What follows belongs to an exercise in optimizing a design on an open flow for small area, a short achievable clock period and few clock cycles; a production flow would make more cautious choices. At most, simulation tests tie the RTL to the original design; equivalence was not proved. For runs 1 to 3, only the layout was checked, not whether the RTL still works. Power and IR drop assume default switching activity.

==> flow/design.v (outline; a module is shown in full before it is edited, if it fits) <==
// module MulTree: 1616 lines
// module CPU: 231 lines
module CPU(clk,reset,imem_addr,imem_rdata,dmem_addr,dmem_we,dmem_wdata,dmem_rdata);
  // ...
==> flow/run.sh <==
#!/bin/bash
# synth_recipe.tcl (not shown) runs the flow's synth.tcl, then flattens the netlist and writes it again
# the make line also repeats each setting of config.mk as NAME=value (left out here)
make -C /OpenROAD-flow-scripts/flow DESIGN_CONFIG=/design/flow/config.mk WORK_HOME=/design/flow/orfs CLKGATE_MAP_FILE= SYNTH_SCRIPT=/design/flow/synth_recipe.tcl finish
==> flow/config.mk <==
export PLATFORM = sky130hd
export DESIGN_NAME = CPU
export DESIGN_NICKNAME = CPU
export VERILOG_FILES = /design/flow/design.v
export SDC_FILE = /design/flow/constraint.sdc
export NUM_CORES = 8
export LEC_CHECK = 0
export CAP_MARGIN = 30
export CORE_MARGIN = 2
export CORE_UTILIZATION = 40
export SETUP_SLACK_MARGIN = 0.4
export SLEW_MARGIN = 30
==> flow/constraint.sdc <==
create_clock -name core_clock -period 20.0 [get_ports {clk}]
set_input_delay 4.0000 -clock core_clock [delete_from_list [all_inputs] [get_ports {clk}]]
set_output_delay 4.0000 -clock core_clock [all_outputs]
set_load 0.01 [all_outputs]
==> flow_summary.yaml, run 1 <==
synth:
  synth_top_area_share_pct: 37.2
  synth_cells: 6803
  synth_xor_area_share_pct: 2.48
  synth-compound-area-share_pct: 7.73
  postSynth.asyncResetShare_pct: 5.56
setup_path:
  r2r_setup_slack_ns: 12.38
  crit_buf_inv: 2
cells_and_area:
  seq_cell_count: 1439
  layout.area.seq_sq_um: 40100
  nNonClkBuffers: 350
  num-fill-cells: 19200
  inverters: 557
  area_share_nonclk_buffers_pct: 3.30
  area_growth_pct: 12.4
global_routing:
  gr-usage-met2_pct: 44.3
  gr-usage-met1_pct: 36.7
  grt_max_degree: 115
power:
  p_sw_share_pct: 44.6
  peakVddDrop_v: 0.0000911
  power_frac_seq_pct: 30.1
hold_path:
  hold_class: "register to register"
detailed_routing:
  wl_per_cell_microns: 32.2
  drt_iter0_drc: 8065
  met3WireLength_mm: 32.8
die:
  io_pins: 163
  die_area_sq_um: 223000
timing:
  finalCriticalPeriod_ns: 7.62
  finalHoldViolCount: 0
placed_design:
  dp_hpwl_mm: 215
clock_network:
  cts_tree: "yes"
status:
  status: "timing/DRC/antenna clean"
==> module CPU, before the edit <==
module CPU(clk,reset,imem_addr,imem_rdata,dmem_addr,dmem_we,dmem_wdata,dmem_rdata);
	input clk,reset;
	output [31:0] imem_addr;
	input  [31:0] imem_rdata;
	output [31:0] dmem_addr;
	output dmem_we;
	output [31:0] dmem_wdata;
	input  [31:0] dmem_rdata;
	reg [31:2] fpc;         
	reg        f2v;         
	reg [31:0] sk;          
	reg        skv;
	reg [31:0] ir;          
	reg        irv;
	reg [31:2] ipc4;        
	reg        jdone;       
	reg [31:0] opa, opb;    
	reg [4:0]  e_dst;       
	reg        e_ld, e_mul;
	reg [3:0]  e_fn;        
	reg        e_br;        
	reg [1:0]  e_bt;        
	reg [31:2] e_tgt;       
	reg [31:0] m_res;       
	reg [31:0] m_s, m_c;    
	reg [4:0]  m_dst;
	reg        m_ld, m_mul;
	reg [31:0] daddr, dwdata;
	reg        dwe;
	reg [31:0] rf [1:31];
	reg [31:1] rfv;         
	assign imem_addr  = {fpc, 2'b00};
	assign dmem_addr  = daddr;
	assign dmem_we    = dwe;
	assign dmem_wdata = dwdata;
	wire [5:0] op = ir[31:26];
	wire [4:0] rs = ir[25:21];
	wire [4:0] rt = ir[20:16];
	wire [4:0] rd = ir[15:11];
	wire [5:0] fn = ir[5:0];
	wire [15:0] imm = ir[15:0];
	wire c_mem   = op[5];                                   
	wire c_sw    = op[5] & op[3];
	wire c_lw    = op[5] & ~op[3];
	wire c_mul   = ~op[5] & op[4];                           
	wire c_imm   = ~op[5] & ~op[4] & op[3];                  
	wire c_br    = ~op[5] & ~op[4] & ~op[3] & op[2];         
	wire c_j     = ~op[5] & ~op[4] & ~op[3] & ~op[2] & op[1];  
	wire c_r     = op == 6'd0;
	wire c_jr    = c_r & ~fn[5] & fn[3];                     
	wire c_shift = c_r & ~fn[5] & ~fn[3];
	wire c_lui   = c_imm & op[2] & op[1];                    
	wire c_link  = (c_j & op[0]) | (c_jr & fn[0]);            
	wire [4:0] dst = (c_r | c_mul) ? ((c_jr & ~fn[0]) ? 5'd0 : rd) :
	                 (c_imm | c_lw) ? rt :
	                 (c_j & op[0]) ? 5'd31 : 5'd0;
	wire use_rs  = ~c_j & ~c_lui;
	wire use_rt  = c_r | c_mul | c_br | c_sw;
	wire rs_dneed = c_mem | c_jr;    
	localparam F_ADD = 4'd0, F_SUB = 4'd1, F_SLT = 4'd2, F_SLTU = 4'd3,
	           F_AND = 4'd4, F_OR = 4'd5, F_XOR = 4'd6, F_NOR = 4'd7,
	           F_SLL = 4'd8, F_SRL = 4'd9, F_SRA = 4'd10;
	reg [3:0] d_fn;
	always @(*) begin
		d_fn = F_ADD;
		if (c_r & ~c_jr) begin
			if (c_shift) d_fn = (fn[1:0] == 2'b00) ? F_SLL : fn[0] ? F_SRA : F_SRL;
			else case (fn[3:0])
				4'h2, 4'h3: d_fn = F_SUB;
				4'h4: d_fn = F_AND;
				4'h5: d_fn = F_OR;
				4'h6: d_fn = F_XOR;
				4'h7: d_fn = F_NOR;
				4'ha: d_fn = F_SLT;
				4'hb: d_fn = F_SLTU;
				default: d_fn = F_ADD;
			endcase
		end else if (c_imm) begin
			case (op[2:0])
				3'h2: d_fn = F_SLT;
				3'h3: d_fn = F_SLTU;
				3'h4: d_fn = F_AND;
				default: d_fn = F_ADD;
			endcase
		end else if (c_br) d_fn = F_SUB;
	end
	wire [31:0] rf_a = rf[rs];
	wire [31:0] rf_b = rf[rt];
	wire va = (rs != 5'd0) & rfv[rs];
	wire vb = (rt != 5'd0) & rfv[rt];
	wire [31:0] rs_rf = va ? rf_a : {23'd0, rs == 5'd29, 8'd0};
	wire [31:0] rt_rf = vb ? rf_b : {23'd0, rt == 5'd29, 8'd0};
	wire [31:0] m_prod = m_s + m_c;
	wire [31:0] m_out = m_ld ? dmem_rdata : m_mul ? m_prod : m_res;
	wire [31:0] e_out;
	wire rs_e = (rs != 5'd0) & (rs == e_dst);
	wire rt_e = (rt != 5'd0) & (rt == e_dst);
	wire rs_m = (rs != 5'd0) & (rs == m_dst);
	wire rt_m = (rt != 5'd0) & (rt == m_dst);
	wire e_late = e_ld | e_mul;
	wire m_late = m_ld | m_mul;
	wire [31:0] rs_val = rs_e ? e_out : rs_m ? m_out : rs_rf;    
	wire [31:0] rt_val = rt_e ? e_out : rt_m ? m_out : rt_rf;
	wire [31:0] rs_early = rs_m ? m_res : rs_rf;                 
	wire stall = irv & ((use_rs & rs_e & (e_late | rs_dneed)) |
	                    (use_rt & rt_e & e_late) |
	                    (rs_dneed & rs_m & m_late));
	wire e_sub = (e_fn == F_SUB) | (e_fn == F_SLT) | (e_fn == F_SLTU);
	wire [32:0] e_sum = {1'b0, opa} + {1'b0, opb ^ {32{e_sub}}} + {32'd0, e_sub};
	wire e_zero = e_sum[31:0] == 32'd0;
	wire e_lt  = (opa[31] ^ opb[31]) ? opa[31] : e_sum[31];
	wire e_ltu = ~e_sum[32];
	wire e_left = e_fn == F_SLL;
	wire [31:0] sh_in;
	wire [31:0] sh_r;
	wire [31:0] sh_out;
	genvar g;
	generate for (g = 0; g < 32; g = g + 1) begin : rev
		assign sh_in[g]  = e_left ? opb[31-g] : opb[g];
		assign sh_out[g] = e_left ? sh_r[31-g] : sh_r[g];
	end endgenerate
	wire sh_fill = (e_fn == F_SRA) & opb[31];
	assign sh_r = $signed({sh_fill, sh_in}) >>> opa[4:0];
	reg [31:0] e_alu;
	always @(*) begin
		case (e_fn)
			F_ADD, F_SUB: e_alu = e_sum[31:0];
			F_SLT:  e_alu = {31'd0, e_lt};
			F_SLTU: e_alu = {31'd0, e_ltu};
			F_AND:  e_alu = opa & opb;
			F_OR:   e_alu = opa | opb;
			F_XOR:  e_alu = opa ^ opb;
			F_NOR:  e_alu = ~(opa | opb);
			default: e_alu = sh_out;
		endcase
	end
	assign e_out = e_alu;
	wire [31:0] mt_s, mt_c;
	MulTree mul_tree(.a(opa), .b(opb), .s(mt_s), .c(mt_c));
	wire e_taken = e_br & (e_bt == 2'd0 ?  e_zero :
	                       e_bt == 2'd1 ? ~e_zero :
	                       e_bt == 2'd2 ?  (e_zero | opa[31]) :
	                                      ~(e_zero | opa[31]));
	wire d_free  = ~irv | ~stall;                  
	wire d_go    = irv & ~stall & ~e_taken;         
	wire d_redir = d_go & (c_jr | (c_j & ~jdone));
	wire [31:2] d_tgt = c_jr ? rs_early[31:2] : {ipc4[31:28], ir[25:0]};
	wire aw_j    = imem_rdata[31:27] == 5'b00001;
	wire f2j     = f2v & aw_j & d_free & ~skv & ~e_taken & ~d_redir;
	wire hold    = ~d_free & (skv | f2v);
	always @(posedge clk or posedge reset) begin
		if (reset) begin
			fpc <= 30'd1;
			f2v <= 1'b1;
			skv <= 1'b0;
			irv <= 1'b0;
		end else begin
			if (e_taken)      fpc <= e_tgt;
			else if (d_redir) fpc <= d_tgt;
			else if (f2j)     fpc <= {fpc[31:28], imem_rdata[25:0]};
			else if (!hold)   fpc <= fpc + 30'd1;
			f2v <= ~(e_taken | d_redir | f2j | hold);
			if (e_taken | d_redir) begin
				irv <= 1'b0;
				skv <= 1'b0;
			end else if (d_free) begin
				irv <= skv | f2v;
				skv <= 1'b0;
			end else if (f2v & ~skv) begin
				skv <= 1'b1;
			end
		end
	end
	always @(posedge clk) begin
		if (d_free) begin
			ir    <= skv ? sk : imem_rdata;
			ipc4  <= fpc;
			jdone <= ~skv & f2j;
		end
		if (~d_free & ~skv) sk <= imem_rdata;
	end
	always @(posedge clk or posedge reset) begin
		if (reset) begin
			e_dst <= 5'd0;
			e_ld  <= 1'b0;
			e_mul <= 1'b0;
			e_br  <= 1'b0;
			dwe   <= 1'b0;
		end else begin
			e_dst <= d_go ? dst : 5'd0;
			e_ld  <= d_go & c_lw;
			e_mul <= d_go & c_mul;
			e_br  <= d_go & c_br;
			dwe   <= d_go & c_sw;
		end
	end
	always @(posedge clk) begin
		e_fn   <= d_fn;
		e_bt   <= op[1:0];
		e_tgt  <= ipc4 + {{14{imm[15]}}, imm};
		opa    <= c_link ? {ipc4, 2'b00} : c_shift ? {27'd0, ir[10:6]} : c_lui ? 32'd0 : rs_val;
		opb    <= c_link ? 32'd0 :
		          c_imm ? (c_lui ? {imm, 16'd0} : (op[2:0] == 3'h4) ? {16'd0, imm} : {{16{imm[15]}}, imm}) :
		          rt_val;
		daddr  <= rs_early + {{16{imm[15]}}, imm};
		dwdata <= rt_val;
	end
	always @(posedge clk or posedge reset) begin
		if (reset) begin
			m_dst <= 5'd0;
			m_ld  <= 1'b0;
			m_mul <= 1'b0;
		end else begin
			m_dst <= e_dst;
			m_ld  <= e_ld;
			m_mul <= e_mul;
		end
	end
	always @(posedge clk) begin
		m_res <= e_out;
		m_s   <= mt_s;
		m_c   <= mt_c;
	end
	always @(posedge clk or posedge reset) begin
		if (reset) rfv <= 31'd0;
		else if (m_dst != 5'd0) rfv[m_dst] <= 1'b1;
	end
	always @(posedge clk) begin
		if (m_dst != 5'd0) rf[m_dst] <= m_out;
	end
endmodule
==> run 2: changes to the inputs <==
--- a/flow/design.v
+++ b/flow/design.v
@@ -1636,5 +1636,2 @@
 	reg [3:0]  e_fn;        
-	reg        e_br;        
-	reg [1:0]  e_bt;        
-	reg [31:2] e_tgt;       
 	reg [31:0] m_res;       
@@ -1674,3 +1671,3 @@
 	wire use_rt  = c_r | c_mul | c_br | c_sw;
-	wire rs_dneed = c_mem | c_jr;    
+	wire c_bj     = c_br | c_jr;     
 	localparam F_ADD = 4'd0, F_SUB = 4'd1, F_SLT = 4'd2, F_SLTU = 4'd3,
@@ -1700,10 +1697,14 @@
 			endcase
-		end else if (c_br) d_fn = F_SUB;
+		end
+	end
+	reg [31:0] rs_rf, rt_rf;
+	integer i;
+	always @(*) begin
+		rs_rf = {23'd0, (rs == 5'd29) & ~rfv[29], 8'd0};
+		rt_rf = {23'd0, (rt == 5'd29) & ~rfv[29], 8'd0};
+		for (i = 1; i < 32; i = i + 1) begin
+			rs_rf = rs_rf | ({32{(rs == i) & rfv[i]}} & rf[i]);
+			rt_rf = rt_rf | ({32{(rt == i) & rfv[i]}} & rf[i]);
+		end
 	end
-	wire [31:0] rf_a = rf[rs];
-	wire [31:0] rf_b = rf[rt];
-	wire va = (rs != 5'd0) & rfv[rs];
-	wire vb = (rt != 5'd0) & rfv[rt];
-	wire [31:0] rs_rf = va ? rf_a : {23'd0, rs == 5'd29, 8'd0};
-	wire [31:0] rt_rf = vb ? rf_b : {23'd0, rt == 5'd29, 8'd0};
 	wire [31:0] m_prod = m_s + m_c;
@@ -1720,8 +1721,15 @@
 	wire [31:0] rs_early = rs_m ? m_res : rs_rf;                 
-	wire stall = irv & ((use_rs & rs_e & (e_late | rs_dneed)) |
+	wire [31:0] rt_early = rt_m ? m_res : rt_rf;
+	wire [31:0] rs_mid = rs_e ? e_out : rs_early;                
+	wire [31:0] rt_mid = rt_e ? e_out : rt_early;
+	wire stall = irv & ((use_rs & rs_e & (e_late | c_mem)) |
 	                    (use_rt & rt_e & e_late) |
-	                    (rs_dneed & rs_m & m_late));
+	                    ((c_mem | c_bj) & rs_m & m_late) |
+	                    (c_br & rt_m & m_late));
+	wire br_eq = rs_mid == rt_mid;
+	wire br_le = rs_mid[31] | (rs_mid == 32'd0);
+	wire br_taken = op[1] ? (op[0] ^ br_le) : (op[0] ^ br_eq);
+	wire [31:2] br_tgt = ipc4 + {{14{imm[15]}}, imm};
 	wire e_sub = (e_fn == F_SUB) | (e_fn == F_SLT) | (e_fn == F_SLTU);
 	wire [32:0] e_sum = {1'b0, opa} + {1'b0, opb ^ {32{e_sub}}} + {32'd0, e_sub};
-	wire e_zero = e_sum[31:0] == 32'd0;
 	wire e_lt  = (opa[31] ^ opb[31]) ? opa[31] : e_sum[31];
@@ -1755,12 +1763,8 @@
 	MulTree mul_tree(.a(opa), .b(opb), .s(mt_s), .c(mt_c));
-	wire e_taken = e_br & (e_bt == 2'd0 ?  e_zero :
-	                       e_bt == 2'd1 ? ~e_zero :
-	                       e_bt == 2'd2 ?  (e_zero | opa[31]) :
-	                                      ~(e_zero | opa[31]));
 	wire d_free  = ~irv | ~stall;                  
-	wire d_go    = irv & ~stall & ~e_taken;         
-	wire d_redir = d_go & (c_jr | (c_j & ~jdone));
-	wire [31:2] d_tgt = c_jr ? rs_early[31:2] : {ipc4[31:28], ir[25:0]};
+	wire d_go    = irv & ~stall;                    
+	wire d_redir = d_go & (c_jr | (c_j & ~jdone) | (c_br & br_taken));
+	wire [31:2] d_tgt = c_br ? br_tgt : c_jr ? rs_mid[31:2] : {ipc4[31:28], ir[25:0]};
 	wire aw_j    = imem_rdata[31:27] == 5'b00001;
-	wire f2j     = f2v & aw_j & d_free & ~skv & ~e_taken & ~d_redir;
+	wire f2j     = f2v & aw_j & d_free & ~skv;       
 	wire hold    = ~d_free & (skv | f2v);
@@ -1773,8 +1777,7 @@
 		end else begin
-			if (e_taken)      fpc <= e_tgt;
-			else if (d_redir) fpc <= d_tgt;
+			if (d_redir)      fpc <= d_tgt;
 			else if (f2j)     fpc <= {fpc[31:28], imem_rdata[25:0]};
 			else if (!hold)   fpc <= fpc + 30'd1;
-			f2v <= ~(e_taken | d_redir | f2j | hold);
-			if (e_taken | d_redir) begin
+			f2v <= ~(d_redir | f2j | hold);
+			if (d_redir) begin
 				irv <= 1'b0;
@@ -1793,3 +1796,3 @@
 			ipc4  <= fpc;
-			jdone <= ~skv & f2j;
+			jdone <= f2j;
 		end
@@ -1802,3 +1805,2 @@
 			e_mul <= 1'b0;
-			e_br  <= 1'b0;
 			dwe   <= 1'b0;
@@ -1808,3 +1810,2 @@
 			e_mul <= d_go & c_mul;
-			e_br  <= d_go & c_br;
 			dwe   <= d_go & c_sw;
@@ -1814,4 +1815,2 @@
 		e_fn   <= d_fn;
-		e_bt   <= op[1:0];
-		e_tgt  <= ipc4 + {{14{imm[15]}}, imm};
 		opa    <= c_link ? {ipc4, 2'b00} : c_shift ? {27'd0, ir[10:6]} : c_lui ? 32'd0 : rs_val;
==> flow/flow/run.sh (new file) <==
#!/bin/bash
# Standard synthesis and layout, with repair_timing aimed at a short clock period: the
# setup margin asks every path for this much slack at the design's period, so the
# resizer works on the paths that set the period the layout achieves.
set -euo pipefail
bash standard.sh SETUP_SLACK_MARGIN=14.6 finish > make_finish.log 2>&1
==> flow/standard.sh (new file) <==
#!/bin/bash
# synth_recipe.tcl (not shown) runs the flow's synth.tcl, then flattens the netlist and writes it again
# the make line also repeats each setting of config.mk as NAME=value (left out here)
make -C /OpenROAD-flow-scripts/flow DESIGN_CONFIG=/design/flow/config.mk WORK_HOME=/design/flow/orfs CLKGATE_MAP_FILE= SYNTH_SCRIPT=/design/flow/synth_recipe.tcl "${@:-finish}"
--- a/flow/config.mk
+++ b/flow/config.mk
@@ -7,2 +7,3 @@
 export LEC_CHECK = 0
+export ABC_CLOCK_PERIOD_IN_PS = 4500
 export CAP_MARGIN = 30
removed: flow/run.sh
==> run 2 against run 1 <==
Hold slack improved by 0.035 ns. Still clean on timing, DRC and antenna. Critical path type unchanged. Largest power group unchanged. Total power shrank 6.1%. First-iteration DRC count rose by 130%. Sequential power fell by 7.8%. Global-route usage rose by 26 points. Highest routed layer unchanged. Combinational power is about 10% lower. Synthesized cell count increased by 27%. Non-clock buffer count rose by 628. Clock skew grew 0.015 ns.
==> flow_summary.yaml, run 2 <==
detailed_routing:
  drt_drc_violations_left: 0
  wl_per_cell_microns: 50.5
  drt-total-wl_mm: 621
  viasPerCell: 7.43
  via_count: 91300
  drt_iter0_drc: 18300
  final_antenna_net_count: 0
  drt_pass1_iterations: 8
cells_and_area:
  drive_gt1_share_pct: 20.4
  utilization_pct: 49.7
  regMostFlops: "rf"
  num-fill-cells: 19900
  final_common_cell: "edfxtp_1"
  layout_common_cells: "edfxtp_1 (1087), nor2_1 (805), nand2_1 (618)"
  largest_register_ffs: 992
  fin_nets: 9813
  multiInputGateArea_sq_um: 47600
  area_growth_pct: 23.2
  layout.area.seq_sq_um: 39400
clock_network:
  clkTransAtPathRegs_ns: 0.06
  clock-sinks: 1396
  cts_tree: "yes"
  ctsHoldBuffers: 0
  cts_buffers: 158
  root_buffer: "clkbuf_16"
  cts_buffer_depth: 3
  clkLatencyLatePin_ns: 0.92
  htreeDepth: 4
synth:
  yosysTopAreaCell: "edfxtp_1"
  ys_ff_latch: 1396
  synth_cells: 8611
  yosysWarnings: 1
  ys_top_cells_by_count: "edfxtp_1 (1087), nor2_1 (861), nand2_1 (631), inv_1 (556), clkbuf_1 (480)"
  netlist_area_sq_um: 88700
  ys.flop_type: "edfxtp_1"
  yosysMostFrequentCell: "edfxtp_1"
  synth_area_leaders: "edfxtp_1 (37%), fa_1 (9.3%), dfxtp_1 (5.2%)"
  postSynth.asyncResetShare_pct: 5.66
  synth_top_area_share_pct: 36.8
  synth.distinct_cells: 111
  yosysSeqAreaShare_pct: 44.2
  syn_area_per_cell_sq_um: 10.3
  synth_edf_count: 1087
hold_path:
  hold_class: "register to register"
timing:
  max_slew_margin_pct: 11.5
  clock.fmax_mhz: 148
  rsz0062_at_grt: "true"
  finalCriticalPeriod_ns: 6.74
  finClkSkew_ns: 0.0783
  drv_slew: 0
  finalSetupViolCount: 0
  worstMarginPinSlew_ns: 1.31
  finalHoldViolCount: 0
  fin_setup_tns_ns: 0
  final.period_utilization_pct: 33.7
global_routing:
  first_global_vias: 84700
  grtUsageTotal_pct: 54.0
  globalRouteOverflowTotal: 0
  grt_pass1_wl_mm: 806
  antenna_found_initial: 80
  grt_max_degree: 56
die:
  die_y_microns: 475
  core.rowCount: 172
  die_w_microns: 475
  die_area_sq_um: 225000
  io_pins: 163
  core_area_sq_um: 220000
  initial_core_util_pct: 40.3
setup_path:
  critPathKind: "register to register"
  required_ns: 20.73
  critical_path.cell_chain: "buf_12 -> buf_16 -> and4bb_4 -> buf_4 -> nand3_1 -> o2111ai_1 -> nor3_1 -> nand4_1 -> o21ai_2 -> inv_1 -> ha_1 -> nand3_1 -> nand2_1 -> a41o_1 -> o41a_1 -> a41o_1 -> o41ai_4 -> o21ai_2 -> o41ai_4 -> nor2_2 -> a2111oi_4 -> a21oi_2 -> xnor2_1"
  path_max_fanout: 12
  arrival_ns: 7.47
  max_stage_delay_ns: 0.61
  endpoint_kind: "register"
  crit_family: "compound AO/OA/AOI/OAI gates"
  worst_path_max_delay_cell: "nor3_1"
  r2r_setup_slack_ns: 13.26
  start_kind: "register"
  crit_buf_inv: 4
power:
  p_leak_nw: 40.4
  power_density_nw_per_um2: 143
  peakVddDrop_v: 0.000132
placed_design:
  gp_congestion: 1.10
  port_buffers: 160
  dp_hpwl_mm: 406
status:
  status: "timing/DRC/antenna clean"
flow_run:
  cap_violations: 0
==> run 2: cell count changes in the layout (fill, tap and decap cells not counted), sizes merged, moves of 215 or more <==
cell   before  now
nand4      30  245
nand2     319  631
a22oi       5  388
mux4      616   36
nand3      61  279
buf       189  877
==> run 2: timing repair <==
action                     in CTS  in global routing
buffers inserted              330                 33
setup endpoints to repair     309                160
gates resized for setup      1254                122
pin swaps                     141                 41
gates cloned                   46                  1
==> run 2: final timing paths <==
check	startpoint	to	cells after the start
max in group asynchronous	reset	fpc[21]$_DFFE_PP0P_	4
hold reg to reg	e_ld$_DFF_PP0_	m_ld$_DFF_PP0_	0
hold / removal	e_ld$_DFF_PP0_	m_ld$_DFF_PP0_	0
setup reg to reg	ir[25]$_DFFE_PN_	daddr[31]$_DFF_P_	23
setup / recovery	ir[25]$_DFFE_PN_	daddr[31]$_DFF_P_	23
min in group asynchronous	reset	rfv[12]$_DFFE_PP0P_	3
==> run 2: area by class of cell <==
type,instances,share of cell area [%]
well taps,2958,3.39
repair buffers,978,9.60
inverters,580,2.07
multi-input cells,5996,43.5
clock inverters,102,1.29
clock buffers,191,3.86
flip-flops and latches,1396,36.0
diodes,88,0.202
==> run 2: power by group <==
group          internal, W  switching (W)
Sequential         0.00402       0.000598
Clock              0.00180        0.00142
Combinational      0.00231        0.00546
==> run 2: kinds of logic (layout without fill, tap and decap cells) <==
family | after synthesis | count (layout) | share of synthesized area [%]
AND/OR/NAND/NOR | 2907 | 2909 | 16.3
adder cells (fa/ha/maj) | 637 | 637 | 12.5
other | 1 | 90 | 0.00423
buffers and inverters | 1222 | 1851 | 5.38
multiplexers | 185 | 185 | 2.67
XOR/XNOR | 245 | 245 | 2.42
AO/OA/AOI/OAI | 2018 | 2018 | 16.6
flip-flops | 1396 | 1396 | 44.2
==> run 2: stage by stage <==
step / hold WS [ns] / area [sq um] / instances / worst slack, ns / power (W)
after CTS: 0.406 / 108000 / 12200 / 13.68 / 0.0149
after floorplan: 0.375 / 89200 / 8612 / 14.03 / 0.00747
after global placement: 0.396 / 95300 / 11500 / 11.47 / 0.0110
after detailed placement: 0.393 / 95500 / 11500 / 11.73 / 0.0110
final: 0.408 / 109000 / 12300 / 13.26 / 0.0156
after global routing: 0.433 / 109000 / 12200 / 13.28 / 0.0157
==> run 2: metal layers <==
metal  up-vias  track usage [%]  wire length [microns]
li1      33200                -                      -
met1     45200             60.9                 203000
met2      9652             76.3                 255000
met3      3270             21.9                  85700
met4        40             52.6                  76900
met5         -            0.562                    515
==> run 3: changes to the inputs <==
--- a/flow/design.v
+++ b/flow/design.v
@@ -1616,2 +1616,72 @@
 endmodule
+module ALU(
+	input  [31:0] opa,
+	input  [31:0] opb,
+	input         sub,
+	input  [7:0]  sel,
+	input         left,
+	input         sra,
+	output [31:0] out
+);
+	wire [32:0] sum = {1'b0, opa} + {1'b0, opb ^ {32{sub}}} + {32'd0, sub};
+	wire lt  = (opa[31] ^ opb[31]) ? opa[31] : sum[31];
+	wire ltu = ~sum[32];
+	wire [31:0] sh_in, sh_r, sh_out;
+	genvar g;
+	generate for (g = 0; g < 32; g = g + 1) begin : rev
+		assign sh_in[g]  = left ? opb[31-g] : opb[g];
+		assign sh_out[g] = left ? sh_r[31-g] : sh_r[g];
+	end endgenerate
+	assign sh_r = $signed({sra & opb[31], sh_in}) >>> opa[4:0];
+	assign out = ({32{sel[0]}} & sum[31:0]) |
+	             {31'd0, sel[1] & lt} |
+	             {31'd0, sel[2] & ltu} |
+	             ({32{sel[3]}} & (opa & opb)) |
+	             ({32{sel[4]}} & (opa | opb)) |
+	             ({32{sel[5]}} & (opa ^ opb)) |
+	             ({32{sel[6]}} & ~(opa | opb)) |
+	             ({32{sel[7]}} & sh_out);
+endmodule
+module Add32(
+	input  [31:0] a,
+	input  [31:0] b,
+	output [31:0] s
+);
+	assign s = a + b;
+endmodule
+module AddImm #(parameter W = 32) (
+	input  [W-1:0]  a,
+	input  [15:0]   imm,
+	output [W-1:0]  s
+);
+	assign s = a + {{(W-16){imm[15]}}, imm};
+endmodule
+module BrCmp(
+	input  [31:0] e_out,
+	input  [31:0] rs_early,
+	input  [31:0] rt_early,
+	input         rs_e,
+	input         rt_e,
+	input  [1:0]  bt,
+	output        taken
+);
+	wire [31:0] a = rs_e ? e_out : rs_early;
+	wire [31:0] b = rt_e ? e_out : rt_early;
+	wire eq = a == b;
+	wire le = a[31] | (a == 32'd0);
+	assign taken = bt[1] ? (bt[0] ^ le) : (bt[0] ^ eq);
+endmodule
+module RegRead(
+	input  [4:0]        sel,
+	input  [32*31-1:0]  rf,      
+	input  [31:1]       rfv,
+	output reg [31:0]   q
+);
+	integer i;
+	always @(*) begin
+		q = {23'd0, (sel == 5'd29) & ~rfv[29], 8'd0};
+		for (i = 1; i < 32; i = i + 1)
+			q = q | ({32{(sel == i) & rfv[i]}} & rf[32*i-1 -: 32]);
+	end
+endmodule
 module CPU(clk,reset,imem_addr,imem_rdata,dmem_addr,dmem_we,dmem_wdata,dmem_rdata);
@@ -1635,3 +1705,5 @@
 	reg        e_ld, e_mul;
-	reg [3:0]  e_fn;        
+	reg        e_sub;       
+	reg [7:0]  e_sel;
+	reg        e_left, e_sra;
 	reg [31:0] m_res;       
@@ -1664,2 +1736,3 @@
 	wire c_shift = c_r & ~fn[5] & ~fn[3];
+	wire c_alur  = c_r & fn[5];                              
 	wire c_lui   = c_imm & op[2] & op[1];                    
@@ -1671,41 +1744,25 @@
 	wire use_rt  = c_r | c_mul | c_br | c_sw;
-	wire c_bj     = c_br | c_jr;     
-	localparam F_ADD = 4'd0, F_SUB = 4'd1, F_SLT = 4'd2, F_SLTU = 4'd3,
-	           F_AND = 4'd4, F_OR = 4'd5, F_XOR = 4'd6, F_NOR = 4'd7,
-	           F_SLL = 4'd8, F_SRL = 4'd9, F_SRA = 4'd10;
-	reg [3:0] d_fn;
-	always @(*) begin
-		d_fn = F_ADD;
-		if (c_r & ~c_jr) begin
-			if (c_shift) d_fn = (fn[1:0] == 2'b00) ? F_SLL : fn[0] ? F_SRA : F_SRL;
-			else case (fn[3:0])
-				4'h2, 4'h3: d_fn = F_SUB;
-				4'h4: d_fn = F_AND;
-				4'h5: d_fn = F_OR;
-				4'h6: d_fn = F_XOR;
-				4'h7: d_fn = F_NOR;
-				4'ha: d_fn = F_SLT;
-				4'hb: d_fn = F_SLTU;
-				default: d_fn = F_ADD;
-			endcase
-		end else if (c_imm) begin
-			case (op[2:0])
-				3'h2: d_fn = F_SLT;
-				3'h3: d_fn = F_SLTU;
-				3'h4: d_fn = F_AND;
-				default: d_fn = F_ADD;
-			endcase
-		end
-	end
-	reg [31:0] rs_rf, rt_rf;
-	integer i;
-	always @(*) begin
-		rs_rf = {23'd0, (rs == 5'd29) & ~rfv[29], 8'd0};
-		rt_rf = {23'd0, (rt == 5'd29) & ~rfv[29], 8'd0};
-		for (i = 1; i < 32; i = i + 1) begin
-			rs_rf = rs_rf | ({32{(rs == i) & rfv[i]}} & rf[i]);
-			rt_rf = rt_rf | ({32{(rt == i) & rfv[i]}} & rf[i]);
-		end
-	end
-	wire [31:0] m_prod = m_s + m_c;
+	wire c_bj    = c_br | c_jr;      
+	wire [3:0] afn = c_alur ? fn[3:0] : {1'b0, op[2:0]};
+	wire a_arith = c_alur | c_imm;                   
+	wire d_sub  = c_alur & (fn[3:1] == 3'b001 | fn[3:1] == 3'b101) |
+	              c_imm & (op[2:1] == 2'b01);         
+	wire d_slt  = a_arith & (c_alur ? fn[3:0] == 4'ha : op[2:0] == 3'h2);
+	wire d_sltu = a_arith & (c_alur ? fn[3:0] == 4'hb : op[2:0] == 3'h3);
+	wire d_and  = a_arith & (c_alur ? fn[3:0] == 4'h4 : op[2:0] == 3'h4);
+	wire d_or   = c_alur & (fn[3:0] == 4'h5);
+	wire d_xor  = c_alur & (fn[3:0] == 4'h6);
+	wire d_nor  = c_alur & (fn[3:0] == 4'h7);
+	wire d_shl  = c_shift;
+	wire d_sum  = ~(d_slt | d_sltu | d_and | d_or | d_xor | d_nor | d_shl);
+	wire [32*31-1:0] rf_flat;
+	genvar q;
+	generate for (q = 1; q < 32; q = q + 1) begin : rff
+		assign rf_flat[32*q-1 -: 32] = rf[q];
+	end endgenerate
+	wire [31:0] rs_rf, rt_rf;
+	RegRead read_rs(.sel(rs), .rf(rf_flat), .rfv(rfv), .q(rs_rf));
+	RegRead read_rt(.sel(rt), .rf(rf_flat), .rfv(rfv), .q(rt_rf));
+	wire [31:0] m_prod;
+	Add32 cpa(.a(m_s), .b(m_c), .s(m_prod));
 	wire [31:0] m_out = m_ld ? dmem_rdata : m_mul ? m_prod : m_res;
@@ -1723,3 +1780,2 @@
 	wire [31:0] rs_mid = rs_e ? e_out : rs_early;                
-	wire [31:0] rt_mid = rt_e ? e_out : rt_early;
 	wire stall = irv & ((use_rs & rs_e & (e_late | c_mem)) |
@@ -1728,35 +1784,10 @@
 	                    (c_br & rt_m & m_late));
-	wire br_eq = rs_mid == rt_mid;
-	wire br_le = rs_mid[31] | (rs_mid == 32'd0);
-	wire br_taken = op[1] ? (op[0] ^ br_le) : (op[0] ^ br_eq);
-	wire [31:2] br_tgt = ipc4 + {{14{imm[15]}}, imm};
-	wire e_sub = (e_fn == F_SUB) | (e_fn == F_SLT) | (e_fn == F_SLTU);
-	wire [32:0] e_sum = {1'b0, opa} + {1'b0, opb ^ {32{e_sub}}} + {32'd0, e_sub};
-	wire e_lt  = (opa[31] ^ opb[31]) ? opa[31] : e_sum[31];
-	wire e_ltu = ~e_sum[32];
-	wire e_left = e_fn == F_SLL;
-	wire [31:0] sh_in;
-	wire [31:0] sh_r;
-	wire [31:0] sh_out;
-	genvar g;
-	generate for (g = 0; g < 32; g = g + 1) begin : rev
-		assign sh_in[g]  = e_left ? opb[31-g] : opb[g];
-		assign sh_out[g] = e_left ? sh_r[31-g] : sh_r[g];
-	end endgenerate
-	wire sh_fill = (e_fn == F_SRA) & opb[31];
-	assign sh_r = $signed({sh_fill, sh_in}) >>> opa[4:0];
-	reg [31:0] e_alu;
-	always @(*) begin
-		case (e_fn)
-			F_ADD, F_SUB: e_alu = e_sum[31:0];
-			F_SLT:  e_alu = {31'd0, e_lt};
-			F_SLTU: e_alu = {31'd0, e_ltu};
-			F_AND:  e_alu = opa & opb;
-			F_OR:   e_alu = opa | opb;
-			F_XOR:  e_alu = opa ^ opb;
-			F_NOR:  e_alu = ~(opa | opb);
-			default: e_alu = sh_out;
-		endcase
-	end
-	assign e_out = e_alu;
+	wire br_taken;
+	BrCmp brcmp(.e_out(e_out), .rs_early(rs_early), .rt_early(rt_early), .rs_e(rs_e), .rt_e(rt_e),
+	            .bt(op[1:0]), .taken(br_taken));
+	wire [31:2] br_tgt;
+	AddImm #(30) btgt(.a(ipc4), .imm(imm), .s(br_tgt));
+	wire [31:0] agu_sum;
+	AddImm #(32) agu(.a(rs_early), .imm(imm), .s(agu_sum));
+	ALU alu(.opa(opa), .opb(opb), .sub(e_sub), .sel(e_sel), .left(e_left), .sra(e_sra), .out(e_out));
 	wire [31:0] mt_s, mt_c;
@@ -1765,11 +1796,17 @@
 	wire d_go    = irv & ~stall;                    
-	wire d_redir = d_go & (c_jr | (c_j & ~jdone) | (c_br & br_taken));
-	wire [31:2] d_tgt = c_br ? br_tgt : c_jr ? rs_mid[31:2] : {ipc4[31:28], ir[25:0]};
+	wire d_gobr  = d_go & c_br;
+	wire d_jump  = d_go & (c_jr | (c_j & ~jdone));  
+	wire [31:2] d_jtgt = c_jr ? rs_mid[31:2] : {ipc4[31:28], ir[25:0]};
 	wire aw_j    = imem_rdata[31:27] == 5'b00001;
-	wire f2j     = f2v & aw_j & d_free & ~skv;       
+	wire f2j     = f2v & aw_j & d_free & ~skv;
 	wire hold    = ~d_free & (skv | f2v);
+	wire [31:2] fpc_nb = d_jump ? d_jtgt :
+	                     f2j    ? {fpc[31:28], imem_rdata[25:0]} :
+	                     hold   ? fpc : fpc + 30'd1;
+	wire nb_redir = d_jump | f2j | hold;            
+	wire br_redir = d_gobr & br_taken;
 	always @(posedge clk or posedge reset) begin
 		if (reset) begin
-			fpc <= 30'd1;
-			f2v <= 1'b1;
+			fpc <= 30'd0;         
+			f2v <= 1'b0;          
 			skv <= 1'b0;
@@ -1777,7 +1814,5 @@
 		end else begin
-			if (d_redir)      fpc <= d_tgt;
-			else if (f2j)     fpc <= {fpc[31:28], imem_rdata[25:0]};
-			else if (!hold)   fpc <= fpc + 30'd1;
-			f2v <= ~(d_redir | f2j | hold);
-			if (d_redir) begin
+			fpc <= br_redir ? br_tgt : fpc_nb;
+			f2v <= ~(br_redir | nb_redir);
+			if (br_redir | d_jump) begin
 				irv <= 1'b0;
@@ -1814,3 +1849,6 @@
 	always @(posedge clk) begin
-		e_fn   <= d_fn;
+		e_sub  <= d_sub;
+		e_sel  <= {d_shl, d_nor, d_xor, d_or, d_and, d_sltu, d_slt, d_sum};
+		e_left <= ~fn[1];
+		e_sra  <= fn[0];
 		opa    <= c_link ? {ipc4, 2'b00} : c_shift ? {27'd0, ir[10:6]} : c_lui ? 32'd0 : rs_val;
@@ -1819,3 +1857,3 @@
 		          rt_val;
-		daddr  <= rs_early + {{16{imm[15]}}, imm};
+		daddr  <= agu_sum;
 		dwdata <= rt_val;
==> flow/flow/run.sh (replaced) <==
#!/bin/bash
# Standard synthesis and layout (the standard.sh), with:
#  - repair_timing aimed at a short clock period: the setup margin asks every path for this
#    much slack at the design's period, so the resizer works on the paths that set the
#    period the layout achieves;
#  - sizing free to change a cell's footprint;
#  - clock tree synthesis without dummy loads.
# make's full output goes to make_finish.log here; each step's log is under orfs/logs/.
set -euo pipefail
bash standard.sh \
  SETUP_SLACK_MARGIN=14.5 \
  MATCH_CELL_FOOTPRINT=0 \
  CTS_ARGS="-sink_clustering_enable -repair_clock_nets -dont_use_dummy_load" \
  finish > make_finish.log 2>&1
--- a/flow/config.mk
+++ b/flow/config.mk
@@ -7,3 +7,2 @@
 export LEC_CHECK = 0
-export ABC_CLOCK_PERIOD_IN_PS = 4500
 export CAP_MARGIN = 30
@@ -13 +12,2 @@
 export SLEW_MARGIN = 30
+export SYNTH_HIERARCHICAL = 1
==> run 3 against run 2 <==
Die area is 0.79% lower. Clock-buffer cell count is 39 lower. Worst setup slack better by 0.52 ns. Clock skew is 0.038 ns higher. Core utilization is 2.9 points lower. Via count is 13% lower. Synthesized area is 0.80% lower. Register-to-register slack better by 0.52 ns. Sequential power is 2% lower. Total power is 11% lower.
==> flow_summary.yaml, run 3 <==
setup_path:
  start_kind: "register"
  crit_path_frequent_cell: "buf_4"
  path_max_fanout: 32
  critPathKind: "register to register"
  critical_path.cell_chain: "buf_8 -> nor3b_1 -> buf_4 -> and4b_2 -> buf_12 -> a2111oi_0 -> nand3_1 -> or4_1 -> mux2_2 -> xor2_1 -> o31ai_4 -> nand4_1 -> a31oi_2 -> o2111ai_2 -> and3_4 -> buf_4 -> nor2_4 -> nand2_1 -> o221a_4 -> o21a_1 -> a22o_1"
  arrival_ns: 6.93
  endpoint_kind: "register"
  required_ns: 20.71
  worst_path_max_delay_cell: "a2111oi_0"
  max_stage_delay_ns: 0.72
timing:
  clock.fmax_mhz: 161
  max_slew_margin_pct: 26.0
  worstMarginPinSlew_ns: 1.11
  finalCriticalPeriod_ns: 6.22
  fin_setup_tns_ns: 0
  final.period_utilization_pct: 31.1
  finalHoldViolCount: 0
  rsz0062_at_grt: "true"
  finClkSkew_ns: 0.117
  setup_ws_ns: 13.78
  drv_slew: 0
  finalSetupViolCount: 0
hold_path:
  hold_class: "register to register"
detailed_routing:
  viasPerCell: 7.19
  final_antenna_net_count: 0
  drt-total-wl_mm: 456
  drt_pass1_iterations: 10
  via_count: 79100
  wl_per_cell_microns: 41.5
  drt_iter0_drc: 15700
  drt_drc_violations_left: 0
cells_and_area:
  area_growth_pct: 16.5
  num-fill-cells: 19800
  largest_register_ffs: 992
  fin_cells: 11000
  drive_gt1_share_pct: 17.7
  final_common_cell: "edfxtp_1"
  regMostFlops: "rf"
  fin_nets: 8804
  layout_common_cells: "edfxtp_1 (1087), a22oi_1 (701), nand2_1 (600)"
synth:
  synth.distinct_cells: 134
  ys_ff_latch: 1401
  synth_area_leaders: "edfxtp_1 (37%), fa_1 (9.3%), a22oi_1 (6.1%)"
  yosysSeqAreaShare_pct: 44.7
  syn_area_per_cell_sq_um: 11.1
  synth_top_area_share_pct: 37.1
  yosysTopAreaCell: "edfxtp_1"
  synth_cells: 7910
  ys_top_cells_by_count: "edfxtp_1 (1087), a22oi_1 (711), nand2_1 (647), inv_1 (453), fa_1 (410)"
  postSynth.asyncResetShare_pct: 5.64
  synth_edf_count: 1087
  yosysWarnings: 8
  yosysMostFrequentCell: "edfxtp_1"
  netlist_area_sq_um: 88000
  ys.flop_type: "edfxtp_1"
status:
  status: "timing/DRC/antenna clean"
power:
  p_leak_nw: 39.6
  peakVddDrop_v: 0.0000875
  power_density_nw_per_um2: 135
placed_design:
  dp_hpwl_mm: 283
  preCtsSetupSlack_ns: 12.20
  port_buffers: 160
  dp_cells: 10600
  gp_congestion: 1.00
flow_run:
  cap_violations: 0
die:
  die_y_microns: 473
  die_w_microns: 473
  io_pins: 163
  die_area_sq_um: 224000
  core.rowCount: 172
  core_area_sq_um: 219000
  initial_core_util_pct: 40.2
global_routing:
  first_global_vias: 75200
  grt_max_degree: 65
  grtUsageTotal_pct: 39.5
  globalRouteOverflowTotal: 0
  antenna_found_initial: 46
  grt_pass1_wl_mm: 613
clock_network:
  root_buffer: "clkbuf_16"
  cts_buffers: 152
  cts_tree: "yes"
  clkTransAtPathRegs_ns: 0.06
  htreeDepth: 4
  cts_buffer_depth: 3
  clkLatencyLatePin_ns: 0.91
  clock-sinks: 1401
## run 3: final timing paths
path	from	to	slack [ns]	depth (start not counted)
min	e_mul$_DFF_PP0_	m_mul$_DFF_PP0_	0.40	0
min reg2reg	e_mul$_DFF_PP0_	m_mul$_DFF_PP0_	0.40	0
max	ir[20]$_DFFE_PP_	fpc[30]$_DFFE_PP0P_	13.78	21
min in group asynchronous	reset	m_dst[0]$_DFF_PP0_	3.45	2
max reg2reg	ir[20]$_DFFE_PP_	fpc[30]$_DFFE_PP0P_	13.78	21
max in group asynchronous	reset	fpc[10]$_DFFE_PP0P_	15.60	3
## run 3: layer usage
metal | GRT usage (%) | wire length, microns | share of wire [%] | vias to the layer above
met5 | 0.151 | 465 | 0.10 | -
met4 | 28.1 | 42300 | 9.3 | 28
met3 | 16.1 | 72100 | 16 | 2030
met2 | 54.2 | 181000 | 40 | 7805
met1 | 49.9 | 161000 | 35 | 39200
li1 | - | - | - | 30000
## run 3: logic make-up (layout without fill, tap and decap cells)
kind of cell	count (synthesis)	in the layout	share of synthesized area, %
xor gates and xnor gates	289	289	2.90
AOI/OAI and AO/OA	1932	1934	16.4
other	2	31	0.00854
DFF	1401	1401	44.7
buffers and inverters	1071	1248	5.43
and+or+nand+nor	2286	2294	13.8
adders and majority gates	638	638	12.6
muxes	291	291	4.17
## run 3: Yosys stat by module (local to each module, per instance), a selection
module   times used  area, sq um
Add32             1         2050
MulTree           1        13600
ALU               1         7140
CPU               1        47100
BrCmp             1         1480
RegRead           2         6470
## run 3: cell type report
type	instances	area, sq um	share of cell area [%]
Multi-Input combinational cell	5449	47000	45.9
Tap cell	2871	3590	3.51
Timing Repair inverter	1	5.00	0.00488
Antenna cell	28	70.1	0.0684
Inverter	461	1750	1.71
Sequential cell	1401	39400	38.5
Timing Repair Buffer	634	6810	6.65
Clock buffer	152	3800	3.71
## run 3: repair_timing
item / CTS / global route
pin swaps: 58 / 74
cloned: 26 / 9
setup buffers: 121 / 34
setup endpoints to repair: 197 / 78
hold buffers: 0 / 0
resized for setup: 777 / 201
endpoints found under the hold margin: 0 / 0
## run 3: metrics by stage
stage	power [W]	instance area (sq um)	hold slack (ns)	utilization (%)
after CTS	0.0133	101000	0.399	46.1
after global routing	0.0141	102000	0.411	46.8
after global placement	0.0104	92800	0.385	42.4
after floorplan	0.00764	88000	0.376	-
after detailed placement	0.0104	93000	0.388	42.4
final	0.0138	102000	0.401	46.8
## run 3: power breakdown
group	internal, W	switching (W)	total [W]	leakage, nW
Clock	0.00133	0.00114	0.00247	1.87
Combinational	0.00221	0.00464	0.00685	24.7
Sequential	0.00396	0.000568	0.00452	13.0
## run 3: worst max-delay path: cells and delay by family, from the launching register on
family	cells	cell delay, ns
compound gates	7	2.13
simple gates	8	2.12
buf+inv	4	0.77
flops	1	0.41
mux	1	0.41
xor+xnor	1	0.18
==> run 4: changes to the inputs <==
--- a/flow/design.v
+++ b/flow/design.v
@@ -1634,3 +1634,8 @@
 	end endgenerate
-	assign sh_r = $signed({sra & opb[31], sh_in}) >>> opa[4:0];
+	wire fill = sra & opb[31];
+	wire [31:0] s1 = opa[0] ? {fill, sh_in[31:1]} : sh_in;
+	wire [31:0] s2 = opa[1] ? {{2{fill}}, s1[31:2]} : s1;
+	wire [31:0] s3 = opa[2] ? {{4{fill}}, s2[31:4]} : s2;
+	wire [31:0] s4 = opa[3] ? {{8{fill}}, s3[31:8]} : s3;
+	assign sh_r = opa[4] ? {{16{fill}}, s4[31:16]} : s4;
 	assign out = ({32{sel[0]}} & sum[31:0]) |
@@ -1667,6 +1672,9 @@
 );
-	wire [31:0] a = rs_e ? e_out : rs_early;
-	wire [31:0] b = rt_e ? e_out : rt_early;
-	wire eq = a == b;
-	wire le = a[31] | (a == 32'd0);
+	wire eq_rr = rs_early == rt_early;
+	wire eq_er = e_out == rt_early;
+	wire eq_re = rs_early == e_out;
+	wire le_r = rs_early[31] | (rs_early == 32'd0);
+	wire le_e = e_out[31] | (e_out == 32'd0);
+	wire eq = rs_e ? (rt_e | eq_er) : (rt_e ? eq_re : eq_rr);
+	wire le = rs_e ? le_e : le_r;
 	assign taken = bt[1] ? (bt[0] ^ le) : (bt[0] ^ eq);
@@ -1674,13 +1682,31 @@
 module RegRead(
-	input  [4:0]        sel,
+	input  [7:0]        lo,
+	input  [3:0]        hi,
 	input  [32*31-1:0]  rf,      
 	input  [31:1]       rfv,
-	output reg [31:0]   q
+	output [31:0]       q
 );
-	integer i;
+	wire [32*32-1:0] r = {rf, 32'd0};
+	wire [31:0] v = {rfv, 1'b0};
+	reg [31:0] grp;
+	reg [31:0] acc;
+	integer a, b;
 	always @(*) begin
-		q = {23'd0, (sel == 5'd29) & ~rfv[29], 8'd0};
-		for (i = 1; i < 32; i = i + 1)
-			q = q | ({32{(sel == i) & rfv[i]}} & rf[32*i-1 -: 32]);
+		acc = {23'd0, hi[3] & lo[5] & ~rfv[29], 8'd0};
+		for (a = 0; a < 4; a = a + 1) begin
+			grp = 32'd0;
+			for (b = 0; b < 8; b = b + 1)
+				grp = grp | ({32{lo[b] & v[8*a+b]}} & r[32*(8*a+b) +: 32]);
+			acc = acc | ({32{hi[a]}} & grp);
+		end
 	end
+	assign q = acc;
+endmodule
+module LMux #(parameter W = 32) (
+	input          s,
+	input  [W-1:0] a,
+	input  [W-1:0] b,
+	output [W-1:0] y
+);
+	assign y = s ? a : b;
 endmodule
@@ -1702,2 +1728,4 @@
 	reg        jdone;       
+	reg [7:0]  rs_lo, rt_lo;  
+	reg [3:0]  rs_hi, rt_hi;  
 	reg [31:0] opa, opb;    
@@ -1763,7 +1791,9 @@
 	wire [31:0] rs_rf, rt_rf;
-	RegRead read_rs(.sel(rs), .rf(rf_flat), .rfv(rfv), .q(rs_rf));
-	RegRead read_rt(.sel(rt), .rf(rf_flat), .rfv(rfv), .q(rt_rf));
+	RegRead read_rs(.lo(rs_lo), .hi(rs_hi), .rf(rf_flat), .rfv(rfv), .q(rs_rf));
+	RegRead read_rt(.lo(rt_lo), .hi(rt_hi), .rf(rf_flat), .rfv(rfv), .q(rt_rf));
 	wire [31:0] m_prod;
 	Add32 cpa(.a(m_s), .b(m_c), .s(m_prod));
-	wire [31:0] m_out = m_ld ? dmem_rdata : m_mul ? m_prod : m_res;
+	wire [31:0] m_alu = m_mul ? m_prod : m_res;
+	wire [31:0] m_out;
+	LMux #(32) m_out_mux(.s(m_ld), .a(dmem_rdata), .b(m_alu), .y(m_out));
 	wire [31:0] e_out;
@@ -1775,4 +1805,2 @@
 	wire m_late = m_ld | m_mul;
-	wire [31:0] rs_val = rs_e ? e_out : rs_m ? m_out : rs_rf;    
-	wire [31:0] rt_val = rt_e ? e_out : rt_m ? m_out : rt_rf;
 	wire [31:0] rs_early = rs_m ? m_res : rs_rf;                 
@@ -1780,2 +1808,6 @@
 	wire [31:0] rs_mid = rs_e ? e_out : rs_early;                
+	wire rs_ld = ~rs_e & rs_m & m_ld;
+	wire rt_ld = ~rt_e & rt_m & m_ld;
+	wire [31:0] rs_nold = rs_m ? m_alu : rs_rf;
+	wire [31:0] rt_nold = rt_m ? m_alu : rt_rf;
 	wire stall = irv & ((use_rs & rs_e & (e_late | c_mem)) |
@@ -1802,7 +1834,8 @@
 	wire hold    = ~d_free & (skv | f2v);
-	wire [31:2] fpc_nb = d_jump ? d_jtgt :
-	                     f2j    ? {fpc[31:28], imem_rdata[25:0]} :
-	                     hold   ? fpc : fpc + 30'd1;
+	wire [31:2] fpc_rest = d_jump ? d_jtgt : hold ? fpc : fpc + 30'd1;
+	wire [31:2] fpc_nb, fpc_next;
+	LMux #(30) fpc_j_mux(.s(f2j & ~d_jump), .a({fpc[31:28], imem_rdata[25:0]}), .b(fpc_rest), .y(fpc_nb));
 	wire nb_redir = d_jump | f2j | hold;            
 	wire br_redir = d_gobr & br_taken;
+	LMux #(30) fpc_br_mux(.s(br_redir), .a(br_tgt), .b(fpc_nb), .y(fpc_next));
 	always @(posedge clk or posedge reset) begin
@@ -1814,3 +1847,3 @@
 		end else begin
-			fpc <= br_redir ? br_tgt : fpc_nb;
+			fpc <= fpc_next;
 			f2v <= ~(br_redir | nb_redir);
@@ -1827,7 +1860,12 @@
 	end
+	wire [31:0] ir_next = skv ? sk : imem_rdata;
 	always @(posedge clk) begin
 		if (d_free) begin
-			ir    <= skv ? sk : imem_rdata;
+			ir    <= ir_next;
 			ipc4  <= fpc;
 			jdone <= f2j;
+			rs_lo <= 8'd1 << ir_next[23:21];
+			rs_hi <= 4'd1 << ir_next[25:24];
+			rt_lo <= 8'd1 << ir_next[18:16];
+			rt_hi <= 4'd1 << ir_next[20:19];
 		end
@@ -1835,2 +1873,14 @@
 	end
+	wire a_const = c_link | c_shift | c_lui;
+	wire b_const = c_link | c_imm;
+	wire [31:0] a_fix = c_link ? {ipc4, 2'b00} : c_shift ? {27'd0, ir[10:6]} : 32'd0;
+	wire [31:0] b_fix = c_link ? 32'd0 : c_lui ? {imm, 16'd0} :
+	                    (op[2:0] == 3'h4) ? {16'd0, imm} : {{16{imm[15]}}, imm};
+	wire [31:0] opa_e, opa_next, opb_e, opb_next, dwdata_e, dwdata_next;
+	LMux #(32) opa_e_mux(.s(~a_const & rs_e), .a(e_out), .b(a_const ? a_fix : rs_nold), .y(opa_e));
+	LMux #(32) opa_l_mux(.s(~a_const & rs_ld), .a(dmem_rdata), .b(opa_e), .y(opa_next));
+	LMux #(32) opb_e_mux(.s(~b_const & rt_e), .a(e_out), .b(b_const ? b_fix : rt_nold), .y(opb_e));
+	LMux #(32) opb_l_mux(.s(~b_const & rt_ld), .a(dmem_rdata), .b(opb_e), .y(opb_next));
+	LMux #(32) dwd_e_mux(.s(rt_e), .a(e_out), .b(rt_nold), .y(dwdata_e));
+	LMux #(32) dwd_l_mux(.s(rt_ld), .a(dmem_rdata), .b(dwdata_e), .y(dwdata_next));
 	always @(posedge clk or posedge reset) begin
@@ -1853,8 +1903,6 @@
 		e_sra  <= fn[0];
-		opa    <= c_link ? {ipc4, 2'b00} : c_shift ? {27'd0, ir[10:6]} : c_lui ? 32'd0 : rs_val;
-		opb    <= c_link ? 32'd0 :
-		          c_imm ? (c_lui ? {imm, 16'd0} : (op[2:0] == 3'h4) ? {16'd0, imm} : {{16{imm[15]}}, imm}) :
-		          rt_val;
+		opa    <= opa_next;
+		opb    <= opb_next;
 		daddr  <= agu_sum;
-		dwdata <= rt_val;
+		dwdata <= dwdata_next;
 	end
--- a/flow/flow/run.sh
+++ b/flow/flow/run.sh
@@ -6,3 +6,3 @@
 #  - sizing free to change a cell's footprint;
-#  - clock tree synthesis without dummy loads.
+#  - clock tree synthesis without dummy loads, with larger sink clusters.
 # make's full output goes to make_finish.log here; each step's log is under orfs/logs/.
@@ -10,5 +10,5 @@
 bash standard.sh \
-  SETUP_SLACK_MARGIN=14.5 \
+  SETUP_SLACK_MARGIN=14.8 \
   MATCH_CELL_FOOTPRINT=0 \
-  CTS_ARGS="-sink_clustering_enable -repair_clock_nets -dont_use_dummy_load" \
+  CTS_ARGS="-sink_clustering_enable -repair_clock_nets -dont_use_dummy_load -sink_clustering_size 25 -sink_clustering_max_diameter 70" \
   finish > make_finish.log 2>&1
--- a/flow/config.mk
+++ b/flow/config.mk
@@ -9,3 +9,4 @@
 export CORE_MARGIN = 2
-export CORE_UTILIZATION = 40
+export CORE_UTILIZATION = 55
+export PLACE_DENSITY = 0.7
 export SETUP_SLACK_MARGIN = 0.4
==> run 4 against run 3 <==
Still clean. Maximum frequency up 8.3%. Global-route usage up 6.8 points. Combinational power down 8.6%. Sequential power fell by 0.9%. Clock-buffer cell count decreased by 57. Final cell count decreased by 9.0%. Highest routed layer unchanged.
==> flow_summary.yaml, run 4 <==
status:
  status: "timing/DRC/antenna clean"
detailed_routing:
  drt_drc_violations_left: 0
  drt_iter0_drc: 14100
  drt_pass1_iterations: 13
  via_count: 75100
  wl_per_cell_microns: 39.8
  viasPerCell: 7.51
  drt-total-wl_mm: 398
  final_antenna_net_count: 0
synth:
  yosysSeqAreaShare_pct: 44.3
  ys_ff_latch: 1425
  synth_top_area_share_pct: 36.9
  yosysWarnings: 8
  ys.flop_type: "edfxtp_1"
  synth_mux_area_share_pct: 8.06
  synth_area_leaders: "edfxtp_1 (37%), fa_1 (9.1%), a22oi_1 (7.6%)"
  synth_fa_ha_area_share_pct: 12.2
  ys_top_cells_by_count: "edfxtp_1 (1111), a22oi_1 (909), nand2_1 (691), inv_1 (473), fa_1 (410)"
  syn_area_per_cell_sq_um: 11.6
  netlist_area_sq_um: 90300
  synth_xor_area_share_pct: 2.62
  postSynth.asyncResetShare_pct: 5.54
  yosys.area_share.simple_pct: 9.30
  synth_top_family_by_area: "compound AO/OA/AOI/OAI gates"
  synth-compound-area-share_pct: 17.7
  yosysMostFrequentCell: "edfxtp_1"
  yosysTopAreaCell: "edfxtp_1"
  synth_cells: 7774
  synth.distinct_cells: 124
  synth_edf_count: 1111
timing:
  max_slew_margin_pct: 14.1
  drv_slew: 0
  finClkSkew_ns: 0.133
  finalSetupViolCount: 0
  final.period_utilization_pct: 28.7
  finalCriticalPeriod_ns: 5.74
  finalHoldViolCount: 0
  clock.fmax_mhz: 174
  fin_setup_tns_ns: 0
  worstMarginPinSlew_ns: 1.28
  rsz0062_at_grt: "true"
global_routing:
  grtUsageTotal_pct: 46.2
  grt_max_degree: 64
  gr-usage-met1_pct: 57.5
  gr-usage-met2_pct: 66.7
  first_global_vias: 70400
  grt_pass1_wl_mm: 547
  grtUsageMet3_pct: 17.2
  antenna_found_initial: 71
  globalRouteOverflowTotal: 0
  top_usage_layer: "met2"
die:
  initial_core_util_pct: 55.4
  io_pins: 163
  die_w_microns: 409
  core.rowCount: 148
  core_area_sq_um: 163000
  die_y_microns: 409
  die_area_sq_um: 168000
placed_design:
  gp_congestion: 1.04
  dp_hpwl_mm: 257
  port_buffers: 160
clock_network:
  root_buffer: "clkbuf_16"
  htreeDepth: 3
  cts_tree: "yes"
  clkLatencyLatePin_ns: 0.78
  clkTransAtPathRegs_ns: 0.08
  cts_buffers: 95
  cts_buffer_depth: 3
  clock-sinks: 1425
cells_and_area:
  layout_common_cells: "edfxtp_1 (1111), a22oi_1 (903), nand2_1 (686)"
  fin_nets: 8499
  num-fill-cells: 13000
  area_growth_pct: 9.59
  final_common_cell: "edfxtp_1"
  regMostFlops: "rf"
  utilization_pct: 60.8
  drive_gt1_share_pct: 17.0
  largest_register_ffs: 992
setup_path:
  arrival_ns: 6.33
  endpoint_kind: "register"
  start_kind: "register"
  critPathKind: "register to register"
  path_max_fanout: 32
  required_ns: 20.60
power:
  finalPower_w: 0.0126
  power_density_nw_per_um2: 127
  peakVddDrop_v: 0.000118
  p_leak_nw: 34.3
flow_run:
  cap_violations: 0
hold_path:
  hold_class: "register to register"
==> run 4: report_power, final <==
group | internal, W | switching (W) | leakage (nW) | total, W
registers | 0.00393 | 0.000550 | 13.3 | 0.00448
clock network | 0.000836 | 0.000985 | 1.17 | 0.00182
logic | 0.00218 | 0.00408 | 19.8 | 0.00626
total | 0.00694 | 0.00562 | 34.3 | 0.0126
==> run 4: kinds of logic (layout without fill, tap and decap cells) <==
kind of cell | Yosys count | in the layout
buffers and inverters | 1114 | 1131
other | 2 | 37
XOR/XNOR | 269 | 269
AND/OR/NAND/NOR | 1680 | 1681
flip-flops | 1425 | 1425
AO/OA/AOI/OAI | 2126 | 2126
multiplexers | 520 | 520
adder cells (fa/ha/maj) | 638 | 638
==> run 4: worst max-delay path, stage by stage (launching register included) <==
cell	delay, ns
edfxtp_1	0.68
and2_1	0.21
buf_4	0.46
a22oi_1	0.16
a41oi_1	0.91
or4_1	0.39
nand2_1	0.14
nand2_1	0.15
mux2i_1	0.09
xnor2_1	0.17
nor4_2	0.45
nand4_1	0.28
nor4b_2	0.33
nand4bb_4	0.24
nand2_4	0.08
nor2_4	0.14
buf_12	0.16
clkbuf_16	0.19
mux2_4	0.30
==> run 4: path summary, 6_finish.rpt <==
| check | startpoint | slack [ns] | cells past startpoint | end |
|---|---|---|---|---|
| setup / recovery | rt_lo[5]$_SDFFCE_PN0N_ | 14.26 | 18 | fpc[2]$_DFF_PP0_ |
| hold / removal | e_mul$_DFF_PP0_ | 0.41 | 0 | m_mul$_DFF_PP0_ |
| setup reg to reg | rt_lo[5]$_SDFFCE_PN0N_ | 14.26 | 18 | fpc[2]$_DFF_PP0_ |
| hold reg to reg | e_mul$_DFF_PP0_ | 0.41 | 0 | m_mul$_DFF_PP0_ |
| max in group asynchronous | reset | 15.04 | 3 | fpc[22]$_DFF_PP0_ |
| min in group asynchronous | reset | 3.75 | 2 | fpc[17]$_DFF_PP0_ |
==> run 4: what timing repair did <==
item	4_1_cts	5_1_grt
gates cloned	19	4
endpoints found under the setup margin	147	133
resized for setup	475	123
buffers inserted	110	44
hold buffers	0	0
endpoints found under the hold margin	0	0
pin swaps	47	38
==> run 4: metrics by stage <==
step | hold WS, ns | setup slack, ns | cells | cell area (sq um)
3_3_place_gp | 0.379 | 12.88 | 9691 | 93200
5_1_grt | 0.430 | 14.42 | 9974 | 98900
6_report | 0.409 | 14.26 | 10000 | 99000
3_5_place_dp | 0.389 | 12.78 | 9692 | 93300
4_1_cts | 0.405 | 14.60 | 9916 | 97700
2_1_floorplan | 0.376 | 14.17 | 7775 | 90400
==> run 4: layout make-up <==
cell class                      instances  area, sq um  area share [%]
Multi-Input combinational cell       5237        46500            46.9
Sequential cell                      1425        40200            40.6
Timing Repair Buffer                  557         5350            5.41
Tap cell                             2175         2720            2.75
Clock buffer                           95         2380            2.40
Inverter                              479         1810            1.83
Antenna cell                           34         85.1          0.0859
==> run 4: routing by layer <==
metal	vias to the layer above	part of all wire, %
met2	6959	42
met3	1745	15
met5	-	0.18
met1	37000	34
met4	84	8.8
li1	29200	-
==> run 4: per-module statistics from Yosys, one instance, submodules excluded, excerpt <==
module	flip-flops and latches	cell area, sq um	cells
BrCmp	0	1280	155
Add32	0	2050	275
ALU	0	7140	896
RegRead	0	5780	812
MulTree	0	13500	1469
CPU	1425	46300	2538
Testbench counts of run 4, summed over its fixed seeds: cycles 109,020.

## port drivers added, routing unchanged
No port has a modelled driver above. Below, the same layouts with a new extraction and two added sets of constraints. Step 1: set_driving_cell puts a clkbuf_16 on clk and a buf_2 on each other input, an assumption about the parent block. Step 2 adds t to the input delays and takes it off the output delays; t is the mean of the earliest and latest rising clock arrival at the registers after step 1. Input paths then give back, and output paths get back, about the clock's delay inside the block. a / b / c = ideal / step 1 / step 2; a / b = the first two.
run | t, ns | setup slack, ns | worst setup path at the end | latest minus earliest clock arrival (ns) | worst data-port slew with drivers (ns)
run 1 | 0.898 | 12.383 / 12.383 / 12.355 | input to register | 0.066 / 0.066 | 0.11
run 2 | 0.990 | 13.262 / 13.262 / 13.262 | register to register | 0.078 / 0.078 | 0.11
run 3 | 0.945 | 13.785 / 13.785 / 13.360 | input to register | 0.118 / 0.118 | 0.11
run 4 | 0.793 | 14.263 / 14.263 / 13.801 | input to register | 0.136 / 0.136 | 0.18
After both steps every run listed still meets setup and hold. For run 4, which loses most, drivers alone change the setup slack by 0.000 ns; drivers and shift together by -0.462 ns.
